What follows belongs to an exercise in optimizing a design on an open flow for small area, a short achievable clock period and few clock cycles; a production flow would make more cautious choices. The RTL was checked by simulation tests, not by an equivalence proof against the original design. No activity file was given, so power comes from the tool's default toggle rates.

## flow/design.v (module list and top-level ports; edited modules follow where they fit)
// module conv_acc: 1329 lines
// module csa_fa: 4 lines
module conv_acc(
    input         clk,
    input         rst_n,
    input         in_valid,
    input  [31:0] in_data,
    output        in_ready,
    output        out_valid,
    output [19:0] out_data
);
  // ...
==> flow/flow/run.sh <==
#!/bin/bash
set -euo pipefail
export SETUP_SLACK_MARGIN=6.1
export BUFFER_PORTS_ARGS="-buffer_cell sky130_fd_sc_hd__buf_2"
bash standard.sh > standard.log 2>&1
==> flow/standard.sh <==
#!/bin/bash
# synth_recipe.tcl (not shown) runs the flow's synth.tcl, then flattens the netlist and writes it again
# the make line also repeats each setting of config.mk as NAME=value (left out here)
make -C /OpenROAD-flow-scripts/flow DESIGN_CONFIG=/design/flow/config.mk WORK_HOME=/design/flow/orfs CLKGATE_MAP_FILE= SYNTH_SCRIPT=/design/flow/synth_recipe.tcl "${@:-finish}"
==> flow/config.mk <==
export PLATFORM = sky130hd
export DESIGN_NAME = conv_acc
export DESIGN_NICKNAME = conv_acc
export VERILOG_FILES = /design/flow/design.v
export SDC_FILE = /design/flow/constraint.sdc
export NUM_CORES = 4
export LEC_CHECK = 0
export ABC_AREA = 1
export CAP_MARGIN = 20
export CORE_MARGIN = 2
export CORE_UTILIZATION = 65
export CTS_CLUSTER_DIAMETER = 100
export CTS_CLUSTER_SIZE = 24
export PLACE_DENSITY = 0.72
export SLEW_MARGIN = 20
export SYNTH_HIERARCHICAL = 1
export SYNTH_MINIMUM_KEEP_SIZE = 0
==> flow/constraint.sdc <==
create_clock -name core_clock -period 9.0 [get_ports {clk}]
set_input_delay 1.8000 -clock core_clock [delete_from_list [all_inputs] [get_ports {clk}]]
set_output_delay 1.8000 -clock core_clock [all_outputs]
set_load 0.01 [all_outputs]
==> impl_metrics.ini, run 1 <==
[floorplan]
taps = 680
io_pins = 57

[synth]
synth.most_common_cell = nand2_1
async_flop_share = 0.0400
syn_area_per_cell_um2 = 10.7
ys_ff_latch = 825

[worst_setup_path]
r2r_start = en[2]
crit_buf_inv = 1
reg2reg_depth = 9

[sta]
finalSetupViolCount = 0
finalMaxSlewViolations = 0

[clocking]
cts_sinks = 825

[power_and_ir_drop]
powerComb_w = 0.00441
p_int_w = 0.00712
powerDensity_nw_per_um2 = 301
p_seq_frac = 0.441

[routing]
met2_length_um = 49500
wire_per_inst_um = 27.1

[cells_and_area]
clock_area_frac = 0.0305
largest_cell_class = sequential cells
layout_common_cells = nand2_1, dfxtp_1, fa_1
nets = 3780
fin_area_um2 = 38400
num-nonclk-buffers = 213

[worst_hold_path]
hold_class = register to register

[run_status]
status = timing/DRC/antenna clean

[placement]
placed_cell_area_um2 = 34800
port_buffers = 56
Testbench counts, summed over its fixed seeds: cycles 19,296.
==> run 2: changes to the inputs <==
--- a/flow/design.v
+++ b/flow/design.v
@@ -105,104 +105,108 @@
     rx[0] <= ry[27];
     for (q = 1; q < 28; q = q + 1) begin
         ry[q] <= ry[q-1];
         rx[q] <= rx[q-1];
     end
     t1 <= rx[27];
     t2 <= t1;
 end
-reg top1, bot1, cm0_1, cm2_1, ov1, wl1;
+reg top1, bot1, cm2_1, ov1, wl1;
 wire pix = take & ~wph;         
 always @(posedge clk or negedge rst_n) begin
     if (!rst_n) begin
         ov1 <= 1'b0;
         wl1 <= 1'b0;
     end else begin
         ov1 <= adv & (fl | (pix & ((col != 5'd0) ? (row >= 5'd1) : (row >= 5'd2))));
         wl1 <= pix & (row == 5'd0) & (col == 5'd20);
     end
 end
-wire [3:0] fl_now = {~fl & (row <= 5'd1), fl,
-                     fl ? (fpos == 5'd27) : (col == 5'd27),
+wire [2:0] fl_now = {~fl & (row <= 5'd1), fl,
                      fl ? (fpos == 5'd0 || fpos == 5'd28) : (col == 5'd0)};
-reg  [3:0] h1, h2;
+reg  [2:0] h1, h2;
 always @(posedge clk) begin
     if (adv) begin
         h1 <= fl_now;
         h2 <= h1;
     end
-    {top1, bot1, cm0_1, cm2_1} <= adv ? fl_now : (rot == 6'd56) ? h2 : h1;
+    {top1, bot1, cm2_1} <= adv ? fl_now : (rot == 6'd56) ? h2 : h1;
 end
-reg [7:0] k0, k1, k2, k3, k4, k5, k6, k7, k8;
+function [11:0] dig;
+    input [7:0] k;
+    integer m;
+    begin
+        for (m = 0; m < 4; m = m + 1) begin
+            dig[3*m]   = (k[2*m +: 2] == 2'd1);
+            dig[3*m+1] = (k[2*m +: 2] == 2'd2);
+            dig[3*m+2] = (k[2*m +: 2] == 2'd3);
+        end
+    end
+endfunction
+reg [11:0] k0, k1, k2, k3, k4, k5, k6, k7, k8;
 always @(posedge clk) begin
     if (wl1) begin
-        k3 <= rx[1];
-        k2 <= rx[0];
-        k1 <= ry[27];
-        k0 <= ry[26];
-        k7 <= ry[25];
-        k6 <= ry[24];
-        k5 <= ry[23];
-        k4 <= ry[22];
-        k8 <= ry[21];
+        k3 <= dig(rx[1]);
+        k2 <= dig(rx[0]);
+        k1 <= dig(ry[27]);
+        k0 <= dig(ry[26]);
+        k7 <= dig(ry[25]);
+        k6 <= dig(ry[24]);
+        k5 <= dig(ry[23]);
+        k4 <= dig(ry[22]);
+        k8 <= dig(ry[21]);
     end
 end
 reg [9:0] p3_0, p3_1, p3_2;      
-reg [8:0] en;                    
+reg [7:0] tm, bm;                
+reg en2, mr1;
 reg ov2;
 always @(posedge clk) begin
-    p3_0 <= {2'b0, t1}    + {1'b0, t1, 1'b0};
+    p3_0 <= top1 ? 10'd0 : {2'b0, t1} + {1'b0, t1, 1'b0};
     p3_1 <= {2'b0, rx[0]} + {1'b0, rx[0], 1'b0};
-    p3_2 <= {2'b0, ry[0]} + {1'b0, ry[0], 1'b0};
-    en[0] <= ~top1 & ~cm0_1;
-    en[1] <= ~top1;
-    en[2] <= ~top1 & ~cm2_1;
-    en[3] <= ~cm0_1;
-    en[4] <= 1'b1;
-    en[5] <= ~cm2_1;
-    en[6] <= ~bot1 & ~cm0_1;
-    en[7] <= ~bot1;
-    en[8] <= ~bot1 & ~cm2_1;
+    p3_2 <= bot1 ? 10'd0 : {2'b0, ry[0]} + {1'b0, ry[0], 1'b0};
+    tm  <= top1 ? 8'd0 : t1;
+    bm  <= bot1 ? 8'd0 : ry[0];
+    en2 <= ~cm2_1;
+    mr1 <= cm2_1;
 end
 always @(posedge clk or negedge rst_n) begin
     if (!rst_n) ov2 <= 1'b0;
     else        ov2 <= ov1;
 end
-wire [7:0] px0 = t2;        
+wire [7:0] px0 = tm;        
 wire [7:0] px1 = rx[1];     
-wire [7:0] px2 = ry[1];     
+wire [7:0] px2 = bm;        
 function [39:0] pp;    
-    input [7:0] k;
-    input       en;
-    input [7:0] p;
-    input [9:0] p3;
+    input [11:0] k;        
+    input        en;
+    input [7:0]  p;
+    input [9:0]  p3;
     integer m;
-    reg [1:0] d;
     begin
-        for (m = 0; m < 4; m = m + 1) begin
-            d = k[2*m +: 2] & {2{en}};
-            pp[10*m +: 10] = ({10{d == 2'd1}} & {2'b0, p})
-                           | ({10{d == 2'd2}} & {1'b0, p, 1'b0})
-                           | ({10{d == 2'd3}} & p3);
-        end
+        for (m = 0; m < 4; m = m + 1)
+            pp[10*m +: 10] = ({10{k[3*m]   & en}} & {2'b0, p})
+                           | ({10{k[3*m+1] & en}} & {1'b0, p, 1'b0})
+                           | ({10{k[3*m+2] & en}} & p3);
     end
 endfunction
-wire [39:0] pp_0_0 = pp(k0, en[0], px0, p3_0);
-wire [39:0] pp_0_1 = pp(k1, en[1], px0, p3_0);
-wire [39:0] pp_0_2 = pp(k2, en[2], px0, p3_0);
-wire [39:0] pp_1_0 = pp(k3, en[3], px1, p3_1);
-wire [39:0] pp_1_1 = pp(k4, en[4], px1, p3_1);
-wire [39:0] pp_1_2 = pp(k5, en[5], px1, p3_1);
-wire [39:0] pp_2_0 = pp(k6, en[6], px2, p3_2);
-wire [39:0] pp_2_1 = pp(k7, en[7], px2, p3_2);
-wire [39:0] pp_2_2 = pp(k8, en[8], px2, p3_2);
+wire [39:0] pp_0_0 = pp(k0, 1'b1, px0, p3_0);
+wire [39:0] pp_0_1 = pp(k1, 1'b1, px0, p3_0);
+wire [39:0] pp_0_2 = pp(k2, en2, px0, p3_0);
+wire [39:0] pp_1_0 = pp(k3, 1'b1, px1, p3_1);
+wire [39:0] pp_1_1 = pp(k4, 1'b1, px1, p3_1);
+wire [39:0] pp_1_2 = pp(k5, en2, px1, p3_1);
+wire [39:0] pp_2_0 = pp(k6, 1'b1, px2, p3_2);
+wire [39:0] pp_2_1 = pp(k7, 1'b1, px2, p3_2);
+wire [39:0] pp_2_2 = pp(k8, en2, px2, p3_2);
 reg [3*W-1:0] r1;
 reg [4*W-1:0] r2;
 reg [4*W-1:0] o;
+wire [3*W-1:0] r1m = mr1 ? {(3*W){1'b0}} : r1;
 always @(posedge clk) begin
     r1 <= n0;
     r2 <= n1;
     o <= n2;
 end
 reg        ov3, ov4;
 reg [W-1:0] res;
 always @(posedge clk or negedge rst_n) begin
@@ -676,30 +680,30 @@
 wire t1_w213;
 wire t1_w214;
 wire t1_w215;
 wire t1_w216;
 wire t1_w217;
 wire t1_w218;
 wire t1_w219;
 wire t1_w220;
-csa_fa u_t1_w1 (.a(r1[6]), .b(r1[26]), .c(r1[46]), .s(t1_w1), .co(t1_w2));
-csa_fa u_t1_w3 (.a(r1[7]), .b(r1[27]), .c(r1[47]), .s(t1_w3), .co(t1_w4));
+csa_fa u_t1_w1 (.a(r1m[6]), .b(r1m[26]), .c(r1m[46]), .s(t1_w1), .co(t1_w2));
+csa_fa u_t1_w3 (.a(r1m[7]), .b(r1m[27]), .c(r1m[47]), .s(t1_w3), .co(t1_w4));
 assign t1_w5 = pp_0_1[7] ^ pp_0_1[15];
 assign t1_w6 = pp_0_1[7] & pp_0_1[15];
-csa_fa u_t1_w7 (.a(r1[8]), .b(r1[28]), .c(r1[48]), .s(t1_w7), .co(t1_w8));
+csa_fa u_t1_w7 (.a(r1m[8]), .b(r1m[28]), .c(r1m[48]), .s(t1_w7), .co(t1_w8));
 csa_fa u_t1_w9 (.a(pp_0_1[8]), .b(pp_0_1[16]), .c(pp_0_1[24]), .s(t1_w9), .co(t1_w10));
-csa_fa u_t1_w11 (.a(r1[9]), .b(r1[29]), .c(r1[49]), .s(t1_w11), .co(t1_w12));
+csa_fa u_t1_w11 (.a(r1m[9]), .b(r1m[29]), .c(r1m[49]), .s(t1_w11), .co(t1_w12));
 csa_fa u_t1_w13 (.a(pp_0_1[9]), .b(pp_0_1[17]), .c(pp_0_1[25]), .s(t1_w13), .co(t1_w14));
-assign t1_w15 = r1[10] ^ r1[30];
-assign t1_w16 = r1[10] & r1[30];
-csa_fa u_t1_w17 (.a(r1[4]), .b(r1[24]), .c(r1[44]), .s(t1_w17), .co(t1_w18));
+assign t1_w15 = r1m[10] ^ r1m[30];
+assign t1_w16 = r1m[10] & r1m[30];
+csa_fa u_t1_w17 (.a(r1m[4]), .b(r1m[24]), .c(r1m[44]), .s(t1_w17), .co(t1_w18));
 assign t1_w19 = pp_0_1[4] ^ pp_0_1[12];
 assign t1_w20 = pp_0_1[4] & pp_0_1[12];
-csa_fa u_t1_w21 (.a(r1[5]), .b(r1[25]), .c(r1[45]), .s(t1_w21), .co(t1_w22));
+csa_fa u_t1_w21 (.a(r1m[5]), .b(r1m[25]), .c(r1m[45]), .s(t1_w21), .co(t1_w22));
 csa_fa u_t1_w23 (.a(pp_0_1[5]), .b(pp_0_1[13]), .c(pp_0_1[21]), .s(t1_w23), .co(t1_w24));
 assign t1_w25 = pp_1_1[5] ^ pp_1_1[13];
 assign t1_w26 = pp_1_1[5] & pp_1_1[13];
 csa_fa u_t1_w27 (.a(t1_w1), .b(pp_0_1[6]), .c(pp_0_1[14]), .s(t1_w27), .co(t1_w28));
 csa_fa u_t1_w29 (.a(pp_0_1[22]), .b(pp_0_1[30]), .c(pp_1_1[6]), .s(t1_w29), .co(t1_w30));
 csa_fa u_t1_w31 (.a(pp_1_1[14]), .b(pp_1_1[22]), .c(pp_1_1[30]), .s(t1_w31), .co(t1_w32));
 assign t1_w33 = pp_2_1[6] ^ pp_2_1[14];
 assign t1_w34 = pp_2_1[6] & pp_2_1[14];
@@ -711,30 +715,30 @@
 csa_fa u_t1_w45 (.a(t1_w9), .b(pp_0_1[32]), .c(pp_1_1[8]), .s(t1_w45), .co(t1_w46));
 csa_fa u_t1_w47 (.a(pp_1_1[16]), .b(pp_1_1[24]), .c(pp_1_1[32]), .s(t1_w47), .co(t1_w48));
 csa_fa u_t1_w49 (.a(pp_2_1[8]), .b(pp_2_1[16]), .c(pp_2_1[24]), .s(t1_w49), .co(t1_w50));
 csa_fa u_t1_w51 (.a(t1_w8), .b(t1_w10), .c(t1_w11), .s(t1_w51), .co(t1_w52));
 csa_fa u_t1_w53 (.a(t1_w13), .b(pp_0_1[33]), .c(pp_1_1[9]), .s(t1_w53), .co(t1_w54));
 csa_fa u_t1_w55 (.a(pp_1_1[17]), .b(pp_1_1[25]), .c(pp_1_1[33]), .s(t1_w55), .co(t1_w56));
 csa_fa u_t1_w57 (.a(pp_2_1[9]), .b(pp_2_1[17]), .c(pp_2_1[25]), .s(t1_w57), .co(t1_w58));
 csa_fa u_t1_w59 (.a(t1_w12), .b(t1_w14), .c(t1_w15), .s(t1_w59), .co(t1_w60));
-csa_fa u_t1_w61 (.a(r1[50]), .b(pp_0_1[18]), .c(pp_0_1[26]), .s(t1_w61), .co(t1_w62));
+csa_fa u_t1_w61 (.a(r1m[50]), .b(pp_0_1[18]), .c(pp_0_1[26]), .s(t1_w61), .co(t1_w62));
 csa_fa u_t1_w63 (.a(pp_0_1[34]), .b(pp_1_1[18]), .c(pp_1_1[26]), .s(t1_w63), .co(t1_w64));
 csa_fa u_t1_w65 (.a(pp_1_1[34]), .b(pp_2_1[18]), .c(pp_2_1[26]), .s(t1_w65), .co(t1_w66));
-csa_fa u_t1_w67 (.a(t1_w16), .b(r1[11]), .c(r1[31]), .s(t1_w67), .co(t1_w68));
-csa_fa u_t1_w69 (.a(r1[51]), .b(pp_0_1[19]), .c(pp_0_1[27]), .s(t1_w69), .co(t1_w70));
+csa_fa u_t1_w67 (.a(t1_w16), .b(r1m[11]), .c(r1m[31]), .s(t1_w67), .co(t1_w68));
+csa_fa u_t1_w69 (.a(r1m[51]), .b(pp_0_1[19]), .c(pp_0_1[27]), .s(t1_w69), .co(t1_w70));
 csa_fa u_t1_w71 (.a(pp_0_1[35]), .b(pp_1_1[19]), .c(pp_1_1[27]), .s(t1_w71), .co(t1_w72));
 csa_fa u_t1_w73 (.a(pp_1_1[35]), .b(pp_2_1[19]), .c(pp_2_1[27]), .s(t1_w73), .co(t1_w74));
-csa_fa u_t1_w75 (.a(r1[12]), .b(r1[32]), .c(r1[52]), .s(t1_w75), .co(t1_w76));
+csa_fa u_t1_w75 (.a(r1m[12]), .b(r1m[32]), .c(r1m[52]), .s(t1_w75), .co(t1_w76));
 csa_fa u_t1_w77 (.a(pp_0_1[28]), .b(pp_0_1[36]), .c(pp_1_1[28]), .s(t1_w77), .co(t1_w78));
-csa_fa u_t1_w79 (.a(r1[13]), .b(r1[33]), .c(r1[53]), .s(t1_w79), .co(t1_w80));
-csa_fa u_t1_w81 (.a(r1[2]), .b(r1[22]), .c(r1[42]), .s(t1_w81), .co(t1_w82));
+csa_fa u_t1_w79 (.a(r1m[13]), .b(r1m[33]), .c(r1m[53]), .s(t1_w79), .co(t1_w80));
+csa_fa u_t1_w81 (.a(r1m[2]), .b(r1m[22]), .c(r1m[42]), .s(t1_w81), .co(t1_w82));
 assign t1_w83 = pp_0_1[2] ^ pp_0_1[10];
 assign t1_w84 = pp_0_1[2] & pp_0_1[10];
-csa_fa u_t1_w85 (.a(r1[3]), .b(r1[23]), .c(r1[43]), .s(t1_w85), .co(t1_w86));
+csa_fa u_t1_w85 (.a(r1m[3]), .b(r1m[23]), .c(r1m[43]), .s(t1_w85), .co(t1_w86));
 csa_fa u_t1_w87 (.a(pp_0_1[3]), .b(pp_0_1[11]), .c(pp_1_1[3]), .s(t1_w87), .co(t1_w88));
 assign t1_w89 = pp_1_1[11] ^ pp_2_1[3];
 assign t1_w90 = pp_1_1[11] & pp_2_1[3];
 csa_fa u_t1_w91 (.a(t1_w17), .b(t1_w19), .c(pp_0_1[20]), .s(t1_w91), .co(t1_w92));
 csa_fa u_t1_w93 (.a(pp_1_1[4]), .b(pp_1_1[12]), .c(pp_1_1[20]), .s(t1_w93), .co(t1_w94));
 csa_fa u_t1_w95 (.a(pp_2_1[4]), .b(pp_2_1[12]), .c(pp_2_1[20]), .s(t1_w95), .co(t1_w96));
 csa_fa u_t1_w97 (.a(t1_w18), .b(t1_w20), .c(t1_w21), .s(t1_w97), .co(t1_w98));
 csa_fa u_t1_w99 (.a(t1_w23), .b(t1_w25), .c(pp_1_1[21]), .s(t1_w99), .co(t1_w100));
@@ -758,21 +762,21 @@
 csa_fa u_t1_w135 (.a(t1_w66), .b(t1_w67), .c(t1_w69), .s(t1_w135), .co(t1_w136));
 csa_fa u_t1_w137 (.a(t1_w71), .b(t1_w73), .c(pp_2_1[35]), .s(t1_w137), .co(t1_w138));
 csa_fa u_t1_w139 (.a(t1_w68), .b(t1_w70), .c(t1_w72), .s(t1_w139), .co(t1_w140));
 csa_fa u_t1_w141 (.a(t1_w74), .b(t1_w75), .c(t1_w77), .s(t1_w141), .co(t1_w142));
 csa_fa u_t1_w143 (.a(pp_1_1[36]), .b(pp_2_1[28]), .c(pp_2_1[36]), .s(t1_w143), .co(t1_w144));
 csa_fa u_t1_w145 (.a(t1_w76), .b(t1_w78), .c(t1_w79), .s(t1_w145), .co(t1_w146));
 csa_fa u_t1_w147 (.a(pp_0_1[29]), .b(pp_0_1[37]), .c(pp_1_1[29]), .s(t1_w147), .co(t1_w148));
 csa_fa u_t1_w149 (.a(pp_1_1[37]), .b(pp_2_1[29]), .c(pp_2_1[37]), .s(t1_w149), .co(t1_w150));
-csa_fa u_t1_w151 (.a(t1_w80), .b(r1[14]), .c(r1[34]), .s(t1_w151), .co(t1_w152));
-csa_fa u_t1_w153 (.a(r1[54]), .b(pp_0_1[38]), .c(pp_1_1[38]), .s(t1_w153), .co(t1_w154));
-csa_fa u_t1_w155 (.a(r1[15]), .b(r1[35]), .c(r1[55]), .s(t1_w155), .co(t1_w156));
-csa_fa u_t1_w157 (.a(r1[0]), .b(r1[20]), .c(r1[40]), .s(t1_w157), .co(t1_w158));
-csa_fa u_t1_w159 (.a(r1[1]), .b(r1[21]), .c(r1[41]), .s(t1_w159), .co(t1_w160));
+csa_fa u_t1_w151 (.a(t1_w80), .b(r1m[14]), .c(r1m[34]), .s(t1_w151), .co(t1_w152));
+csa_fa u_t1_w153 (.a(r1m[54]), .b(pp_0_1[38]), .c(pp_1_1[38]), .s(t1_w153), .co(t1_w154));
+csa_fa u_t1_w155 (.a(r1m[15]), .b(r1m[35]), .c(r1m[55]), .s(t1_w155), .co(t1_w156));
+csa_fa u_t1_w157 (.a(r1m[0]), .b(r1m[20]), .c(r1m[40]), .s(t1_w157), .co(t1_w158));
+csa_fa u_t1_w159 (.a(r1m[1]), .b(r1m[21]), .c(r1m[41]), .s(t1_w159), .co(t1_w160));
 assign t1_w161 = pp_0_1[1] ^ pp_1_1[1];
 assign t1_w162 = pp_0_1[1] & pp_1_1[1];
 csa_fa u_t1_w163 (.a(t1_w81), .b(t1_w83), .c(pp_1_1[2]), .s(t1_w163), .co(t1_w164));
 csa_fa u_t1_w165 (.a(pp_1_1[10]), .b(pp_2_1[2]), .c(pp_2_1[10]), .s(t1_w165), .co(t1_w166));
 csa_fa u_t1_w167 (.a(t1_w82), .b(t1_w84), .c(t1_w85), .s(t1_w167), .co(t1_w168));
 csa_fa u_t1_w169 (.a(t1_w87), .b(t1_w89), .c(pp_2_1[11]), .s(t1_w169), .co(t1_w170));
 csa_fa u_t1_w171 (.a(t1_w86), .b(t1_w88), .c(t1_w90), .s(t1_w171), .co(t1_w172));
 csa_fa u_t1_w173 (.a(t1_w91), .b(t1_w93), .c(t1_w95), .s(t1_w173), .co(t1_w174));
@@ -793,18 +797,18 @@
 csa_fa u_t1_w203 (.a(t1_w134), .b(t1_w136), .c(t1_w138), .s(t1_w203), .co(t1_w204));
 csa_fa u_t1_w205 (.a(t1_w139), .b(t1_w141), .c(t1_w143), .s(t1_w205), .co(t1_w206));
 csa_fa u_t1_w207 (.a(t1_w140), .b(t1_w142), .c(t1_w144), .s(t1_w207), .co(t1_w208));
 csa_fa u_t1_w209 (.a(t1_w145), .b(t1_w147), .c(t1_w149), .s(t1_w209), .co(t1_w210));
 csa_fa u_t1_w211 (.a(t1_w146), .b(t1_w148), .c(t1_w150), .s(t1_w211), .co(t1_w212));
 csa_fa u_t1_w213 (.a(t1_w151), .b(t1_w153), .c(pp_2_1[38]), .s(t1_w213), .co(t1_w214));
 csa_fa u_t1_w215 (.a(t1_w152), .b(t1_w154), .c(t1_w155), .s(t1_w215), .co(t1_w216));
 csa_fa u_t1_w217 (.a(pp_0_1[39]), .b(pp_1_1[39]), .c(pp_2_1[39]), .s(t1_w217), .co(t1_w218));
-csa_fa u_t1_w219 (.a(t1_w156), .b(r1[16]), .c(r1[36]), .s(t1_w219), .co(t1_w220));
-assign n1 = {1'b0, 1'b0, r1[57], r1[56], t1_w217, t1_w213, t1_w209, t1_w205, t1_w201, t1_w197, t1_w193, t1_w189, t1_w185, t1_w181, t1_w177, t1_w173, t1_w169, t1_w165, pp_2_1[1], pp_2_1[0], r1[59], r1[58], r1[37], t1_w219, t1_w215, t1_w211, t1_w207, t1_w203, t1_w199, t1_w195, t1_w191, t1_w187, t1_w183, t1_w179, t1_w175, t1_w171, t1_w167, t1_w163, t1_w161, pp_1_1[0], r1[39], r1[38], r1[17], t1_w218, t1_w214, t1_w210, t1_w206, t1_w202, t1_w198, t1_w194, t1_w190, t1_w186, t1_w182, t1_w178, t1_w174, t1_w170, t1_w166, t1_w162, t1_w159, pp_0_1[0], r1[19], r1[18], t1_w220, t1_w216, t1_w212, t1_w208, t1_w204, t1_w200, t1_w196, t1_w192, t1_w188, t1_w184, t1_w180, t1_w176, t1_w172, t1_w168, t1_w164, t1_w160, t1_w158, t1_w157};
+csa_fa u_t1_w219 (.a(t1_w156), .b(r1m[16]), .c(r1m[36]), .s(t1_w219), .co(t1_w220));
+assign n1 = {1'b0, 1'b0, r1m[57], r1m[56], t1_w217, t1_w213, t1_w209, t1_w205, t1_w201, t1_w197, t1_w193, t1_w189, t1_w185, t1_w181, t1_w177, t1_w173, t1_w169, t1_w165, pp_2_1[1], pp_2_1[0], r1m[59], r1m[58], r1m[37], t1_w219, t1_w215, t1_w211, t1_w207, t1_w203, t1_w199, t1_w195, t1_w191, t1_w187, t1_w183, t1_w179, t1_w175, t1_w171, t1_w167, t1_w163, t1_w161, pp_1_1[0], r1m[39], r1m[38], r1m[17], t1_w218, t1_w214, t1_w210, t1_w206, t1_w202, t1_w198, t1_w194, t1_w190, t1_w186, t1_w182, t1_w178, t1_w174, t1_w170, t1_w166, t1_w162, t1_w159, pp_0_1[0], r1m[19], r1m[18], t1_w220, t1_w216, t1_w212, t1_w208, t1_w204, t1_w200, t1_w196, t1_w192, t1_w188, t1_w184, t1_w180, t1_w176, t1_w172, t1_w168, t1_w164, t1_w160, t1_w158, t1_w157};
 wire [4*W-1:0] n2;
 wire t2_w1;
 wire t2_w2;
 wire t2_w3;
 wire t2_w4;
 wire t2_w5;
 wire t2_w6;
 wire t2_w7;
==> flow/flow/run.sh (replaced) <==
#!/bin/bash
set -euo pipefail
export SETUP_SLACK_MARGIN=5.8
bash standard.sh > standard.log 2>&1
==> impl_metrics.ini, run 2 <==
[routing]
viasPerCell = 6.36
drc = 0
vias = 25200
antenna_left = 0
dr.pass1.iters = 7
wire_per_inst_um = 28.7
drt_iter0_drc = 3358
drt-total-wl_um = 114000

[sta]
worstMarginPinSlew_ns = 1.00
finalSetupViolCount = 0
max_freq_mhz = 308
hold_ws_ns = 0.328
slew_headroom = 0.332
rsz0062_at_grt = true
tns_ns = 0
finClkSkew_ns = 0.0325
min_period_over_period = 0.360
fin_crit_ns = 3.24
hold_violations = 0
finalMaxSlewViolations = 0

[run_status]
status = timing/DRC/antenna clean

[worst_hold_path]
min_from = ry[6][3]
hold_class = register to register
holdPathStages = 0
min_to = ry[7][3]

[synth]
async_flop_share = 0.0380
yosys-top-cells-count = dfxtp_1, nand2_1, inv_1
synthCells = 3122
synth-seq-area-share = 0.529
synth-main-ff-cell = dfxtp_1
yosysUniqueCellTypes = 45
synth.most_common_cell = dfxtp_1
yosys_warnings = 9
synth_top_cell_by_area = dfxtp_1
syn_area_um2 = 35300
synth_enable_flop_cells = 114
syn_area_per_cell_um2 = 11.3
synthTopCellsByArea = dfxtp_1, fa_1, edfxtp_1
ys_ff_latch = 868
synth_top_area_frac = 0.409

[clocking]
clk_pin_slew_ns = 0.09
clkLatencyLatePin_ns = 0.63
root_buffer = clkbuf_16
cts_htree_levels = 2
cts_buffer_depth = 3
tritoncts = done
numCtsBuffers = 44
cts_sinks = 868
ctsHoldBuffers = 0

[cells_and_area]
layout_commonest_cell = dfxtp_1
top_regs = rx (224), ry (224), o (71)
fin_area_um2 = 38900
nets = 3692
drive_above_1_share = 0.0824
layout_common_cells = dfxtp_1, nand2_1, inv_1
syn_to_final_growth_pct = 10.2

[floorplan]
core_area_um2 = 53800
die-area_um2 = 56200
start_util = 0.656
io_pins = 57
die_w_um = 237
fp.dieH_um = 237
num_rows = 85

[worst_setup_path]
max_stage_delay_ns = 0.53
crit_buf_inv = 3
rrSetupSlack_ns = 5.76
cp.arrival_ns = 3.74
critPathSlowestCell = fa_1
r2r_end = r1[28]
r2r_start = tm[1]
crit_path_end_kind = register
crit_path_frequent_cell = fa_1
cp.required_ns = 9.50
reg2reg_depth = 8
crit_path_max_fanout = 13
worstPathCellList = buf_6, clkinvlp_4, buf_6, o221ai_2, fa_1, fa_1, fa_1, fa_1
cp-start-kind = register
crit_family = adder cells
critical_path_class = register to register

[global_routing]
grt_use_total = 0.409
grt-ovfl-total = 0
grt_max_degree = 61
antenna_found_initial = 5
grt_pass1_wl_um = 164000
grt_pass1_vias = 26100

[placement]
gp_congestion = 0.993
port_buffers = 56
placed_cell_area_um2 = 36500
place_hpwl_um = 80000

[power_and_ir_drop]
p_leak_nw = 17.0
p_switching_w = 0.00484
powerDensity_nw_per_um2 = 320
clockPowerShare = 0.178
total_power_w = 0.0125
p_int_w = 0.00762
pwr-share-comb = 0.416
p_sw_frac = 0.388
p_seq_frac = 0.406
ir_drop_uv = 238

[run]
drv_cap = 0
run 2: cell count changes in the layout (fill, tap and decap cells not counted), sizes merged, moves of 12 or more:
cell	change
edfxtp	+34
inv	+190
clkinv	+23
nand3	-154
o211ai	-64
o221ai	+217
dlygate4sd2	+22
nand2	-314
clkinvlp	+12
a21oi	+40
clkdlybuf4s50	+34
buf	-105
nor2	-16
run 2: cell families (layout without fill, tap and decap cells):
kind of cell	Yosys count	in the layout	synth area share
adder cells (fa/ha/maj)	424	424	0.221
XOR/XNOR	21	21	0.00521
buffers and inverters	508	640	0.0555
AO/OA/AOI/OAI	467	467	0.0953
AND/OR/NAND/NOR	833	833	0.0938
other	1	14	0.000106
flip-flops	868	868	0.529
run 2: modules after synthesis, one instance, submodules excluded:
module    flops+latches  cell area [µm²]  cells inside  times used
csa_fa                0             20.0             1         330
conv_acc            868            28700          2792           1
run 2: power groups by stage:
stage	clock, W	combinational (W)	sequential (W)
after global placement	0	0.00467	0.00508
after floorplan	0	0.00322	0.00498
after detailed placement	0	0.00491	0.00513
final	0.00222	0.00518	0.00507
after global routing	0.00236	0.00563	0.00511
after CTS	0.00224	0.00500	0.00506
run 2: routing by layer:
metal	track usage	up-vias	wire length (µm)
met5	0	-	13
met2	0.677	1950	54000
met4	0.274	2	9010
met1	0.474	12200	38000
li1	-	10500	-
met3	0.102	555	12900
run 2: how the worst max path moves through the flow:
stage | start | end | slack, ns | depth (start not counted)
3_5_place_dp | in_valid | top1 | 4.78 | 6
4_1_cts | p3_0[3] | o[69] | 5.77 | 6
3_3_place_gp | in_valid | bot1 | 4.89 | 6
5_1_grt | tm[1] | r1[28] | 5.74 | 8
6_report | tm[1] | r1[28] | 5.76 | 8
2_1_floorplan | rx[1][7] | r1[28] | 5.90 | 8
run 2: through the flow:
step            util  setup slack [ns]  std cells
3_5_place_dp   0.679              4.78       3802
5_1_grt        0.723              5.74       3961
6_report       0.723              5.76       3963
3_3_place_gp   0.679              4.89       3802
2_1_floorplan      -              5.90       3133
4_1_cts        0.715              5.77       3929
run 2: area by class of cell:
type | count | area, µm²
clock inverters | 9 | 126
well taps | 696 | 871
diodes | 2 | 5.00
multi-input cells | 1757 | 14900
inverters | 400 | 1610
fillers | 3480 | 14900
flip-flops and latches | 868 | 18700
clock buffers | 69 | 1190
repair buffers | 162 | 1510
run 2: worst register-to-register path: stages (launching register included):
cell	delay, ns
dfxtp_1	0.34
buf_6	0.23
clkinvlp_4	0.22
buf_6	0.22
o221ai_2	0.19
fa_1	0.52
fa_1	0.53
fa_1	0.43
fa_1	0.47
run 2: timing repair:
| action | CTS | global route |
|---|---|---|
| gates resized for setup | 89 | 39 |
| pin swaps | 3 | 9 |
| gates cloned | 1 | 0 |
| setup endpoints to repair | 109 | 55 |
| setup buffers | 48 | 32 |
Testbench counts of run 2, summed over its fixed seeds: cycles 19,296.
==> run 3: changes to the inputs <==
==> flow/flow/run.sh (replaced) <==
#!/bin/bash
set -euo pipefail
export SETUP_SLACK_MARGIN=6.0
bash standard.sh > standard.log 2>&1
==> impl_metrics.ini, run 3 <==
[run_status]
status = timing/DRC/antenna clean

[sta]
max_freq_mhz = 316
rsz0062_at_grt = true
min_period_over_period = 0.352
hold_violations = 0
finalMaxSlewViolations = 0
fin_crit_ns = 3.16
tns_ns = 0
worstMarginPinSlew_ns = 1.29
slew_headroom = 0.131
finalSetupViolCount = 0
finClkSkew_ns = 0.0352
setup_ws_ns = 5.84

[placement]
placed_cells = 3811
place_ws_ns = 4.74
gp_congestion = 1.02
port_buffers = 56
place_hpwl_um = 82900

[global_routing]
grt-ovfl-total = 0
grt_max_degree = 59
grt_use_total = 0.439
antenna_found_initial = 7
grt_pass1_wl_um = 177000
grt_pass1_vias = 27100

[floorplan]
start_util = 0.656
io_pins = 57
core_area_um2 = 53800
die_w_um = 237
fp.dieH_um = 237
num_rows = 85
die-area_um2 = 56200

[worst_setup_path]
crit_path_frequent_cell = nand2_1
worstPathCellList = fa_1, fa_1, ha_2, a21oi_2, o21ai_1, nor2_2, o21ai_2, nand2_1, nand2_1, nand2_1, nand2_1
max_stage_delay_ns = 0.85
cp.arrival_ns = 3.70
cp-start-kind = register
crit_path_end_kind = register
critical_path_class = register to register
critPathSlowestCell = fa_1
cp.required_ns = 9.54
crit_path_max_fanout = 5

[synth]
synth_top_area_frac = 0.409
synth-seq-area-share = 0.529
syn_area_um2 = 35300
synthTopCellsByArea = dfxtp_1, fa_1, edfxtp_1
synth_enable_flop_cells = 114
synth_top_cell_by_area = dfxtp_1
async_flop_share = 0.0380
yosysUniqueCellTypes = 45
ys_ff_latch = 868
yosys_warnings = 9
synth.most_common_cell = dfxtp_1
syn_area_per_cell_um2 = 11.3
yosys-top-cells-count = dfxtp_1, nand2_1, inv_1
synthCells = 3122
synth-main-ff-cell = dfxtp_1

[clocking]
numCtsBuffers = 42
cts_sinks = 868
clk_pin_slew_ns = 0.11
cts_buffer_depth = 3
clkLatencyLatePin_ns = 0.65
cts_htree_levels = 2
root_buffer = clkbuf_16
ctsHoldBuffers = 0
tritoncts = done

[cells_and_area]
layout_commonest_cell = dfxtp_1
drive_above_1_share = 0.140
layoutNonFillerInstCount = 4011
top_regs = rx (224), ry (224), o (71)
fill_cells = 3242
syn_to_final_growth_pct = 13.6
final_core_util = 0.746
nets = 3740
layout_common_cells = dfxtp_1, nand2_1, inv_1

[routing]
drt-total-wl_um = 124000
wire_per_inst_um = 31.0
dr.pass1.iters = 8
viasPerCell = 6.58
drc = 0
vias = 26400
drt_iter0_drc = 3496
antenna_left = 0

[power_and_ir_drop]
total_power_w = 0.0129
ir_drop_uv = 236
powerDensity_nw_per_um2 = 322
p_leak_nw = 17.4

[worst_hold_path]
hold_class = register to register

[run]
drv_cap = 0
## run 3: timing repair
item / in CTS / in global routing
endpoints found under the setup margin: 152 / 98
gates cloned: 4 / 2
gates resized for setup: 233 / 133
buffers inserted: 81 / 35
pin swaps: 24 / 37
## run 3: logic make-up (layout without fill, tap and decap cells)
kind of cell / after synthesis / in the layout / synth area share
buffers and inverters: 508 / 686 / 0.0555
flip-flops: 868 / 868 / 0.529
XOR/XNOR: 21 / 21 / 0.00521
other: 1 / 16 / 0.000106
AND/OR/NAND/NOR: 833 / 833 / 0.0938
adder cells (fa/ha/maj): 424 / 424 / 0.221
AO/OA/AOI/OAI: 467 / 467 / 0.0953
## run 3: per-module statistics from Yosys, one instance, submodules excluded
module | cells inside | copies in the design | cell area (µm²)
conv_acc | 2792 | 1 | 28700
csa_fa | 1 | 330 | 20.0
## run 3: cell type report
cell class                      instances  area, µm²  area share
Antenna cell                            4       10.0    0.000249
Clock buffer                           70       1200      0.0298
Clock inverter                          4       67.6     0.00168
Inverter                              400       1680      0.0418
Multi-Input combinational cell       1757      15500       0.387
Sequential cell                       868      18700       0.467
Tap cell                              696        871      0.0217
Timing Repair Buffer                  212       2050      0.0510
## run 3: final timing paths
check / start / end / slack [ns] / depth (start not counted)
max: o[3] / res[15] / 5.84 / 11
min: rx[26][1] / rx[27][1] / 0.32 / 0
max reg2reg: o[3] / res[15] / 5.84 / 11
min reg2reg: rx[26][1] / rx[27][1] / 0.32 / 0
max in group asynchronous: rst_n / wl1 / 7.09 / 2
min in group asynchronous: rst_n / col[0] / 1.55 / 2
## run 3: metrics by stage
step	cell area (µm²)	hold WS (ns)
after detailed placement	36600	0.312
after global placement	36600	0.309
final	40100	0.320
after floorplan	35400	0.310
after global routing	40100	0.311
after CTS	39300	0.311
## run 3: worst max-delay path, delay by kind of cell (launching register included)
family	cells	cell delay, ns
fa+ha+maj	3	1.76
simple gates	5	0.54
compound gates	3	0.42
flops	1	0.34
## run 3: metal layers
layer | GRT usage | up-vias | wire length, µm
li1 | - | 10500 | -
met1 | 0.506 | 12700 | 40200
met2 | 0.695 | 2353 | 55900
met3 | 0.142 | 815 | 16700
met4 | 0.318 | 4 | 11500
met5 | 0 | - | 62
## run 3: report_power, final
| part | switching, W | leakage, nW | total [W] | internal [W] |
|---|---|---|---|---|
| registers | 0.000440 | 7.31 | 0.00510 | 0.00466 |
| clock network | 0.00128 | 0.604 | 0.00221 | 0.000934 |
| logic | 0.00337 | 9.47 | 0.00559 | 0.00222 |
| total | 0.00509 | 17.4 | 0.0129 | 0.00782 |

==> what the ideal ports hide <==
Ports are ideal in the flow. The routed layouts listed here were re-timed in OpenROAD.
Step 1: set_driving_cell puts a clkbuf_16 on clk and a buf_2 on each other input, an assumption about the parent block.
Step 2 moves the port delays by t, midway between the first and last clock arrival at a register: inputs arrive t later, outputs are due t later. That takes back most of the time a late clock gives input paths.
a / b / c = ideal / step 1 / step 2; a / b = the first two.
run | shift t [ns] | setup slack, ns | hold slack, ns | worst setup path at the end | worst data-port slew with drivers (ns)
run 1 | 0.677 | 5.816 / 5.816 / 5.715 | 0.322 / 0.322 / 0.322 | input to register | 0.03
run 2 | 0.673 | 5.756 / 5.756 / 5.335 | 0.328 / 0.328 / 0.328 | input to register | 0.04
run 3 | 0.697 | 5.836 / 5.836 / 5.691 | 0.320 / 0.320 / 0.320 | input to register | 0.04
After both steps setup and hold are still met in every run listed. The setup slack of run 2, which loses most, moves by 0.000 ns with the drivers and by -0.421 ns with both steps.
